This design comes from an exercise in tuning for small area on the open sky130 flow, not from production work.
Only simulation tests tie the RTL to the original design; equivalence was not proved.
Power and IR drop assume default switching activity.

## run 1
Design CPU, start of the top module:
module CPU (
    input  logic        clk, rst_n,
    output logic [13:0] imem_addr,
    input  logic [31:0] imem_rdata,
    output logic [13:0] dmem_addr,
    output logic [31:0] dmem_wdata,
    output logic        dmem_we,
    input  logic [31:0] dmem_rdata,
    input  logic [7:0]  switches1, switches2, switches3,
    input  logic        bt1, bt2, bt3, bt4, bt5,
    input  logic [4:0]  kb_idx,
    output logic [7:0]  led1_out, led2_out,
    output logic [31:0] seg1_out
);
==> flow/config.mk <==
export PLATFORM = sky130hd
export DESIGN_NAME = CPU
export DESIGN_NICKNAME = CPU
export VERILOG_FILES = /design/flow/design.v
export SDC_FILE = /design/flow/constraint.sdc
export NUM_CORES = 8
export LEC_CHECK = 0
export ABC_AREA = 1
export CAP_MARGIN = 30
export CORE_MARGIN = 2
export CORE_UTILIZATION = 63
export CTS_BUF_LIST = sky130_fd_sc_hd__clkbuf_8
export CTS_CLUSTER_DIAMETER = 60
export CTS_CLUSTER_SIZE = 14
export PLACE_DENSITY = 0.72
export SLEW_MARGIN = 30
==> flow/constraint.sdc <==
create_clock -name core_clock -period 200.0 [get_ports {clk}]
set_input_delay 40.0000 -clock core_clock [delete_from_list [all_inputs] [get_ports {clk}]]
set_output_delay 40.0000 -clock core_clock [all_outputs]
set_load 0.01 [all_outputs]
standard.sh (not shown) runs the stock make flow with config.mk's settings and CLKGATE_MAP_FILE= SYNTH_SCRIPT=/design/flow/synth_recipe.tcl, a recipe that flattens the netlist after the stock synthesis.
==> flow/flow/run.sh <==
#!/bin/bash
# Layout flow: the standard ORFS flow (standard.sh), with two changes:
#  - synthesis runs ORFS's own ABC area script without its last buffering and
#    upsizing commands (flow/abc_area.script), which size gates for a 200 ps
#    target that this design's 200 ns clock does not need; registers are
#    mapped by the unchanged synthesis script before ABC runs, so they are
#    the standard synthesis's, with the same names and cells;
#  - the port buffers are sky130_fd_sc_hd__buf_1 cells.
# Every other step runs ORFS's own scripts unchanged. Each tool's full output
# goes to a log file in this folder (make.log, write_def.log) and ORFS's
# per-step logs under orfs/logs/.
set -euo pipefail
W=$(pwd)
rm -rf "$W/scripts_mod"
cp -r "$FLOW_HOME/scripts" "$W/scripts_mod"
cp "$W/flow/abc_area.script" "$W/scripts_mod/abc_area.script"
# standard.sh's make call, with the copied scripts and the port-buffer cell
sed -e "s#CLKGATE_MAP_FILE= #CLKGATE_MAP_FILE= SCRIPTS_DIR=$W/scripts_mod 'BUFFER_PORTS_ARGS=-buffer_cell sky130_fd_sc_hd__buf_1' #" \
    -e "s#^  openroad -no_init -exit \(.*\)\$#  openroad -no_init -exit \1 > $W/write_def.log 2>\&1#" \
    standard.sh > "$W/own_standard.sh"
grep -q "SCRIPTS_DIR=$W/scripts_mod" "$W/own_standard.sh"
bash "$W/own_standard.sh" > "$W/make.log" 2>&1
test -s "$W/out/final.def"
==> flow/flow/abc_area.script <==
strash
dch
map -B 0.9
topo
stime -c
dnsize -c
Setup changes, run 1 to run 2
==> flow/flow/run.sh <==
#!/bin/bash
# Layout flow: the standard ORFS flow (standard.sh) with one change: the
# port buffers are sky130_fd_sc_hd__buf_1 cells instead of the 10 um2 buffer
# ORFS picks. Synthesis and every other step run ORFS's scripts unchanged.
# Each tool's full output goes to a log file in this folder (make.log,
# write_def.log) and ORFS's per-step logs under orfs/logs/.
set -euo pipefail
W=$(pwd)
sed -e "s#CLKGATE_MAP_FILE= #CLKGATE_MAP_FILE= 'BUFFER_PORTS_ARGS=-buffer_cell sky130_fd_sc_hd__buf_1' #" \
    -e "s#^  openroad -no_init -exit \(.*\)\$#  openroad -no_init -exit \1 > $W/write_def.log 2>\&1#" \
    standard.sh > "$W/own_standard.sh"
grep -q "BUFFER_PORTS_ARGS=-buffer_cell" "$W/own_standard.sh"
bash "$W/own_standard.sh" > "$W/make.log" 2>&1
test -s "$W/out/final.def"
removed: flow/flow/abc_area.script
--- outcome ---
Comparing run 2 and run 1, the lower horizontal extent of the die was measured on run 1. Diff run 1 -> run 2: synthesized cell count saw an increase; number of well-tap cells placed saw an increase. Delta (run 2 minus run 1): non-clock buffering overhead in the final layout now sits at about the same level, post-route cell area flat, portion of total power attributed to combinational logic increased by 0.3 points relative to the old numbers, count of non-CTS buffers in the layout down about 2.6%, placement-stage worst setup slack climbed 3.38 ns. Per the comparison of run 2 with run 1, utilization went down 1.2 points; sum of routed wire length over all layers went up 5400 um.
> inputs changed (run 2 -> run 3)
Settings: a change of CORE_UTILIZATION from 63 to 67; a change of CTS_CLUSTER_SIZE from 14 to 15; a change of PLACE_DENSITY from 0.72 to 0.76.
==> flow/run.sh (new file) <==
#!/bin/bash
# synth_recipe.tcl (not shown) runs the flow's synth.tcl, then flattens the netlist and writes it again
# the make line also repeats each setting of config.mk as NAME=value (left out here)
make -C /OpenROAD-flow-scripts/flow DESIGN_CONFIG=/design/flow/config.mk WORK_HOME=/design/flow/orfs CLKGATE_MAP_FILE= SYNTH_SCRIPT=/design/flow/synth_recipe.tcl finish
removed: flow/flow/run.sh
removed: flow/standard.sh
Run 3: via count higher than run 2
Clock skew for run 3: 0.041 ns down relative to run 2
Looking at slack of the worst reg-to-reg path, run 3 sits 1.63 ns lower than run 2 does.
Run 3 vs run 2: average wire length per cell after detail routing down slightly
Cell count: run 3 lower than run 2
Number of filler cells placed in the layout was higher in the run labelled run 2.
Run 2 → run 3: cell leakage power moved up; total power consumption of the routed design moved up; number of well-tap cells placed moved down; core utilization moved up.
diff inputs: run 3 => run 4
Settings: swapping 15 for 14 in CTS_CLUSTER_SIZE; swapping 0.76 for 0.72 in PLACE_DENSITY; swapping 67 for 63 in CORE_UTILIZATION.
==> flow/flow/run.sh (new file) <==
#!/bin/bash
# Layout flow: the standard ORFS flow (standard.sh) with two changes that
# leave synthesis untouched:
#  - the port buffers are sky130_fd_sc_hd__buf_1 cells;
#  - after synthesis, the steps that repair slew, capacitance and timing may
#    not use the large buffers (buf_4 and up, clkbuf_4 and clkbuf_16), so
#    they buffer with buf_1/buf_2; clkbuf_8, the clock tree's buffer, stays.
# Synthesis and every other step run ORFS's scripts unchanged. Each tool's
# full output goes to a log file in this folder (make_synth.log,
# make_layout.log, print.log, write_def.log) and ORFS's per-step logs under
# orfs/logs/.
set -euo pipefail
W=$(pwd)
sed -e "s#CLKGATE_MAP_FILE= #CLKGATE_MAP_FILE= 'BUFFER_PORTS_ARGS=-buffer_cell sky130_fd_sc_hd__buf_1' #" \
    -e "s#^  openroad -no_init -exit \(.*\)\$#  openroad -no_init -exit \1 > $W/write_def.log 2>\&1#" \
    standard.sh > "$W/own_standard.sh"
grep -q "BUFFER_PORTS_ARGS=-buffer_cell" "$W/own_standard.sh"
bash "$W/own_standard.sh" synth > "$W/make_synth.log" 2>&1
# the platform's don't-use list, plus the large buffers
PLAT=$(make -s -C "$FLOW_HOME" DESIGN_CONFIG="$W/config.mk" WORK_HOME="$W/orfs" print-DONT_USE_CELLS 2> "$W/print.log" | sed -n 's/^DONT_USE_CELLS[:=] *//p')
echo "$PLAT" >> "$W/print.log"
echo "$PLAT" | grep -q lpflow_bleeder_1
EXTRA="sky130_fd_sc_hd__buf_4 sky130_fd_sc_hd__buf_6 sky130_fd_sc_hd__buf_8 sky130_fd_sc_hd__buf_12 sky130_fd_sc_hd__buf_16 sky130_fd_sc_hd__clkbuf_4 sky130_fd_sc_hd__clkbuf_16"
sed -i -e "s#CLKGATE_MAP_FILE= #CLKGATE_MAP_FILE= 'DONT_USE_CELLS=$PLAT $EXTRA' #" "$W/own_standard.sh"
bash "$W/own_standard.sh" finish > "$W/make_layout.log" 2>&1
test -s "$W/out/final.def"
==> flow/standard.sh (new file) <==
#!/bin/bash
# synth_recipe.tcl (not shown) runs the flow's synth.tcl, then flattens the netlist and writes it again
# the make line also repeats each setting of config.mk as NAME=value (left out here)
make -C /OpenROAD-flow-scripts/flow DESIGN_CONFIG=/design/flow/config.mk WORK_HOME=/design/flow/orfs CLKGATE_MAP_FILE= SYNTH_SCRIPT=/design/flow/synth_recipe.tcl "${@:-finish}"
removed: flow/run.sh
--- outcome ---
Run 4 vs run 3: number of cell instances on the worst register-to-register path down in run 4. | area growth from synthesis to final layout | run 3 vs run 4 | ≈ equal |. [run 4 vs run 3] number of detailed-routing iterations run before antenna repair: lower in run 4. Changes observed in run 4 relative to run 3: power consumption fell about 0.4%, wire length rose 0.93%. Of run 4 and run 3, the higher combinational group share of total power belongs to run 3. The fraction of standard cell area that is sequential on run 3 is in line with that on run 4.
